What follows belongs to an exercise in optimizing a design on an open flow for small area, a short achievable clock period and few clock cycles; a production flow would make more cautious choices.
Where RTL was checked, it was by simulation tests only, not by an equivalence proof against the original.
The flow treats the clock pin as an ideal source. Dropping or thinning the clock tree relies on that and would not hold on a real chip.
No activity file was given, so power comes from the tool's default toggle rates.

TR:
Design conv2d_3x3_lb, start of the top module:
module conv2d_3x3_lb #(
    parameter MAX_W = 16
)(
    input         clk,
    input         reset,
    input         start,
    input  [7:0]  base_a,
    input  [7:0]  base_b,
    input  [7:0]  base_c,
    input  [4:0]  tile_w,    
    input  [4:0]  tile_h,    
    output reg    busy,
    output reg    done,
    output            a_en,
    output            a_we,          
    output reg  [7:0] a_addr,
    output      [31:0] a_di,         
    input       [31:0] a_dout,
    output            b_en,
    output            b_we,          
    output reg  [7:0] b_addr,
    output      [31:0] b_di,         
    input       [31:0] b_dout,
    output            c_en,
    output            c_we,
    output reg  [7:0] c_addr,
    output reg [31:0] c_di,
    input       [31:0] c_dout        
);
==> flow/config.mk <==
export PLATFORM = sky130hd
export DESIGN_NAME = conv2d_3x3_lb
export DESIGN_NICKNAME = conv2d_3x3_lb
export VERILOG_FILES = /design/flow/design.v
export SDC_FILE = /design/flow/constraint.sdc
export NUM_CORES = 4
export LEC_CHECK = 0
export CAP_MARGIN = 20
export CORE_MARGIN = 2
export CORE_UTILIZATION = 40
export SLEW_MARGIN = 20
export SYNTH_HIERARCHICAL = 1
export SYNTH_MINIMUM_KEEP_SIZE = 0
==> flow/constraint.sdc <==
create_clock -name core_clock -period 15.0 [get_ports {clk}]
set_input_delay 3.0000 -clock core_clock [delete_from_list [all_inputs] [get_ports {clk}]]
set_output_delay 3.0000 -clock core_clock [all_outputs]
set_load 0.01 [all_outputs]
standard.sh (not shown) runs the stock make flow with config.mk's settings and CLKGATE_MAP_FILE= SYNTH_SCRIPT=/design/flow/synth_recipe.tcl, a recipe that flattens the netlist after the stock synthesis.
==> flow/flow/run.sh <==
#!/bin/bash
# Standard ORFS layout (the standard.sh, unchanged synthesis), with
# timing repair aimed well below the clock period, plain buffers on the ports
# instead of delay buffers, and a two-level clock tree (see post_cts.tcl).
set -euo pipefail
here=$(pwd)
bash standard.sh \
  SETUP_SLACK_MARGIN=11 \
  BUFFER_PORTS_ARGS="-buffer_cell sky130_fd_sc_hd__buf_2" \
  CTS_ARGS="-sink_clustering_enable -repair_clock_nets -sink_clustering_size 30 -sink_clustering_max_diameter 150 -dont_use_dummy_load" \
  POST_CTS_TCL="$here/flow/post_cts.tcl" \
  finish > standard.log 2>&1
==> flow/flow/post_cts.tcl <==
# Runs at the end of ORFS's CTS step (POST_CTS_TCL hook).
# TritonCTS builds a root buffer, H-tree buffers and leaf (sink cluster)
# buffers. This design has few registers, so the H-tree level is removed: the
# root buffer drives every leaf buffer directly. Every register's clock still
# comes through two clkbuf_16, with nearly the same latency for all of them.
set block [ord::get_db_block]
set clk_net [[$block findBTerm clk] getNet]
proc is_clkbuf {inst} {
  return [string match "sky130_fd_sc_hd__clkbuf_*" [[$inst getMaster] getName]]
}
set root ""
set leaves {}
set middles {}
foreach inst [$block getInsts] {
  if {![is_clkbuf $inst]} { continue }
  set out [[$inst findITerm X] getNet]
  set in [[$inst findITerm A] getNet]
  if {$out == "NULL" || $in == "NULL"} { continue }
  if {[$out getSigType] != "CLOCK"} { continue }
  if {[$in getName] == [$clk_net getName]} { set root $inst; continue }
  set drives_buf 0
  foreach it [$out getITerms] {
    if {[$it isInputSignal] && [is_clkbuf [$it getInst]]} { set drives_buf 1 }
  }
  if {$drives_buf} { lappend middles $inst } else { lappend leaves $inst }
}
puts "post_cts: root [expr {$root == "" ? "none" : [$root getName]}], [llength $middles] middle buffers, [llength $leaves] leaf buffers"
if {$root != "" && [llength $middles] >= 1 && [llength $leaves] <= 12} {
  set root_net [[$root findITerm X] getNet]
  foreach inst $leaves {
    set a [$inst findITerm A]
    $a disconnect
    $a connect $root_net
  }
  foreach inst $middles {
    set out [[$inst findITerm X] getNet]
    odb::dbInst_destroy $inst
    if {[llength [$out getITerms]] == 0} { odb::dbNet_destroy $out }
  }
  puts "post_cts: the root buffer now drives the leaf buffers directly"
  estimate_parasitics -placement
  repair_timing_helper
  detailed_placement
  check_placement -verbose
  report_clock_latency
}
Relative to TR, the following input files were edited for JK:
--- a/flow/design.v
+++ b/flow/design.v
@@ -1023,14 +1023,21 @@
   wire adG52 = ad_g[20] | (ad_p[20] & adG34);
   wire adG53 = ad_g[22] | (ad_p[22] & adG40);
   wire adG54 = ad_g[24] | (ad_p[24] & adG32);
   wire adG55 = ad_g[26] | (ad_p[26] & adG41);
   wire adG56 = ad_g[28] | (ad_p[28] & adG35);
   wire adG57 = ad_g[30] | (ad_p[30] & adG42);
   assign acc_next = ad_p ^ {adG57, adG42, adG56, adG35, adG55, adG41, adG54, adG32, adG53, adG40, adG52, adG34, adG51, adG39, adG50, adG29, adG49, adG38, adG48, adG33, adG47, adG37, adG46, adG25, adG45, adG36, adG44, adG17, adG43, adG1, ad_g[0], 1'b0};
+    wire go      = !busy && start;
+    wire win_end = (kj == 2'd2) && (ki == 2'd2);
+    always @(posedge clk) begin
+        a_addr <= go ? base_a : a_addr + a_step;
+        b_addr <= (go || win_end) ? base_b : b_addr + 8'd1;
+        c_addr <= go ? base_c : c_addr + {7'd0, wr_en};
+    end
     always @(posedge clk) begin
         A_r   <= a_dout;
         bneg  <= enc_neg;
         bone  <= enc_one;
         btwo  <= enc_two;
         p_s   <= nxt_s;
         p_c   <= nxt_c;
@@ -1044,52 +1051,42 @@
             busy  <= 1'b0;
             done  <= 1'b0;
             rd_en <= 1'b0;
             wr_en <= 1'b0;
             l1 <= 1'b0; l2 <= 1'b0; l3 <= 1'b0;
         end else begin
             done  <= 1'b0;
-            l1    <= rd_en && (kj == 2'd2) && (ki == 2'd2);
+            l1    <= rd_en && win_end;
             l2    <= l1;
             l3    <= l2;
             wr_en <= l3;
             if (!busy) begin
                 if (start) begin
                     busy    <= 1'b1;
                     rd_en   <= 1'b1;
-                    a_addr  <= base_a;
-                    b_addr  <= base_b;
-                    c_addr  <= base_c;
                     kj      <= 2'd0;
                     ki      <= 2'd0;
                     ox_left <= tile_w - 5'd3;
                     oy_left <= tile_h - 5'd3;
                     wr      <= tile_w;
                 end
             end else begin
-                if (wr_en) begin
-                    c_addr <= c_addr + 8'd1;
-                    if (!rd_en && !l3) begin
-                        busy <= 1'b0;
-                        done <= 1'b1;
-                    end
+                if (wr_en && !rd_en && !l3) begin
+                    busy <= 1'b0;
+                    done <= 1'b1;
                 end
                 if (rd_en) begin
-                    a_addr <= a_addr + a_step;
                     if (kj != 2'd2) begin
                         kj     <= kj + 2'd1;
-                        b_addr <= b_addr + 8'd1;
                     end else if (ki != 2'd2) begin
                         kj     <= 2'd0;
                         ki     <= ki + 2'd1;
-                        b_addr <= b_addr + 8'd1;
                     end else begin
                         kj     <= 2'd0;
                         ki     <= 2'd0;
-                        b_addr <= base_b;
                         if (!row_end) begin
                             ox_left <= ox_left - 5'd1;
                         end else begin
                             ox_left <= wr - 5'd3;
                             if (oy_left == 5'd0)
                                 rd_en <= 1'b0;
                             else
[summary]
The flow did not stop early for JK: all stages ran, and the layout cleared the timing, DRC and antenna checks.
Between JK and TR, the difference in clock share of power is negligible.
Delta (JK minus TR): final cell count level, average wire length per cell after detail routing -0.29 um, worst-case hold slack decreased 17 ps, arrival time at the worst endpoint saw an increase, later-pin clock latency in the skew report has remained practically unchanged.
Critical path's slowest cell: fa_1 -> JK, edfxtp_1 -> TR
A origin of the worst setup path of a_addr[2]$_DFFE_PP_ is what TR shows, while A_r[0]$_DFF_P_ belongs to JK.
In JK relative to TR, wire length on met1 had gone up by a few percent.
Status: part of the total power dissipated in combinational logic parity (TR, JK)
Comparing JK and TR, the higher register area share after synthesis was measured on TR.
Share of the clock period used by the worst path, JK and TR: larger value in TR
No functional check of the RTL was part of any run of this note.

---

Another version of the RTL of conv2d_3x3_lb (not shown whole).
Size: roughly 1800 cells after synthesis, about 220 flip-flops, about 260 I/O pins, ~19000 um^2 of cells after synthesis.
Design conv2d_3x3_lb, start of the top module:
module conv2d_3x3_lb #(
    parameter MAX_W = 16
)(
    input         clk,
    input         reset,
    input         start,
    input  [7:0]  base_a,
    input  [7:0]  base_b,
    input  [7:0]  base_c,
    input  [4:0]  tile_w,    
    input  [4:0]  tile_h,    
    output reg    busy,
    output reg    done,
    output            a_en,
    output            a_we,          
    output reg  [7:0] a_addr,
    output      [31:0] a_di,         
    input       [31:0] a_dout,
    output            b_en,
    output            b_we,          
    output reg  [7:0] b_addr,
    output      [31:0] b_di,         
    input       [31:0] b_dout,
    output            c_en,
    output            c_we,
    output reg  [7:0] c_addr,
    output reg [31:0] c_di,
    input       [31:0] c_dout        
);
export LEC_CHECK = 0
export CAP_MARGIN = 20
export CORE_MARGIN = 2
export CORE_UTILIZATION = 60
export PLACE_DENSITY = 0.75
export SLEW_MARGIN = 20
export SYNTH_HIERARCHICAL = 1
export SYNTH_MINIMUM_KEEP_SIZE = 0
create_clock -name core_clock -period 15.0 [get_ports {clk}]
==> flow/flow/run.sh <==
#!/bin/bash
# Standard ORFS layout (the standard.sh, unchanged synthesis), with
#  - timing repair aimed well below the clock period (SETUP_SLACK_MARGIN),
#  - plain buffers on the ports instead of delay buffers,
#  - one tie cell for the constant outputs,
#  - a two-level clock tree (see post_cts.tcl).
# Every tool's output is in standard.log and in orfs/logs/.
set -euo pipefail
here=$(pwd)
bash standard.sh \
  SETUP_SLACK_MARGIN=11 \
  BUFFER_PORTS_ARGS="-buffer_cell sky130_fd_sc_hd__buf_2" \
  SKIP_REPAIR_TIE_FANOUT=1 \
  CTS_ARGS="-sink_clustering_enable -repair_clock_nets -sink_clustering_size 30 -sink_clustering_max_diameter 150 -dont_use_dummy_load" \
  POST_CTS_TCL="$here/flow/post_cts.tcl" \
  finish > standard.log 2>&1
Other scripts of this flow, unchanged in this note and not shown: flow/flow/post_cts.tcl
Testbench counts at the start, summed over its fixed seeds: cycles 205,773.
Change:
--- a/flow/design.v
+++ b/flow/design.v
@@ -1154,18 +1154,17 @@
   wire adG54 = ad_g[24] | (ad_p[24] & adG32);
   wire adG55 = ad_g[26] | (ad_p[26] & adG41);
   wire adG56 = ad_g[28] | (ad_p[28] & adG35);
   wire adG57 = ad_g[30] | (ad_p[30] & adG42);
   assign acc_next = ad_p ^ {adG57, adG42, adG56, adG35, adG55, adG41, adG54, adG32, adG53, adG40, adG52, adG34, adG51, adG39, adG50, adG29, adG49, adG38, adG48, adG33, adG47, adG37, adG46, adG25, adG45, adG36, adG44, adG17, adG43, adG1, ad_g[0], 1'b0};
     wire running = rd_en | l1 | l2 | l3 | wr_en;
-    wire go      = !running && start;
     wire win_end = (kj == 2'd2) && (ki == 2'd2);
     always @(posedge clk) begin
-        a_addr <= go ? base_a : a_addr + a_step;
-        b_addr <= (go || win_end) ? base_b : b_addr + 8'd1;
-        c_addr <= go ? base_c : c_addr + {7'd0, wr_en};
+        a_addr <= !running ? base_a : a_addr + a_step;
+        b_addr <= (!running || win_end) ? base_b : b_addr + 8'd1;
+        c_addr <= !running ? base_c : c_addr + {7'd0, wr_en};
     end
     always @(posedge clk) begin
         A_r   <= a_dout;
         bneg  <= enc_neg;
         bone  <= enc_one;
         btwo  <= enc_two;
@@ -1188,20 +1187,20 @@
             done  <= 1'b0;
             l1    <= rd_en && win_end;
             l2    <= l1;
             l3    <= l2;
             wr_en <= l3;
             if (!running) begin
+                kj      <= 2'd0;
+                ki      <= 2'd0;
+                ox_left <= tile_w - 5'd3;
+                oy_left <= tile_h - 5'd3;
+                wr      <= tile_w;
                 if (start) begin
                     busy    <= 1'b1;
                     rd_en   <= 1'b1;
-                    kj      <= 2'd0;
-                    ki      <= 2'd0;
-                    ox_left <= tile_w - 5'd3;
-                    oy_left <= tile_h - 5'd3;
-                    wr      <= tile_w;
                 end
             end else begin
                 if (wr_en && !rd_en && !l3) begin
                     busy <= 1'b0;
                     done <= 1'b1;
                 end
After rerunning:
- power went down by 0.83%
- cell area went up by 0.36%
- global-route usage barely changes
- fmax went down by 2.0%
- setup slack gets worse by 0.079 ns
- core utilization went up by 0.23 points
- critical path depth is unchanged
Only the layout flow was run in the second run of this note; the RTL was not checked for function there.

-- separate check: timing with driven ports --
Ports are ideal in the flow. The routed layouts listed here were re-timed in OpenROAD.
Step 1 assumes that a clkbuf_16 drives the clock port and a buf_2 every other input.
Step 2 moves the port delays by t, midway between the first and last clock arrival at a register: inputs arrive t later, outputs are due t later. That takes back most of the time a late clock gives input paths.
a / b / c = ideal ports / drivers / drivers and shift; a / b = the first two.
run	t (ns)	slack for setup (ns)	latest minus earliest clock arrival (ns)	slew at the worst register clock pin (ns)	worst data-port slew with drivers (ns)
TR	0.475	10.953 / 10.896 / 10.722	0.052 / 0.052	0.12 / 0.12	0.06
JK	0.465	11.006 / 11.006 / 10.674	0.054 / 0.054	0.12 / 0.12	0.07
the first run of note 2	0.410	11.101 / 11.077 / 10.826	0.044 / 0.044	0.12 / 0.12	0.08
the second run of note 2	0.423	11.022 / 11.023 / 10.869	0.054 / 0.053	0.12 / 0.12	0.08
After both steps setup and hold are still met in every run listed. The setup slack of JK, which loses most, moves by 0.000 ns with the drivers and by -0.332 ns with both steps.
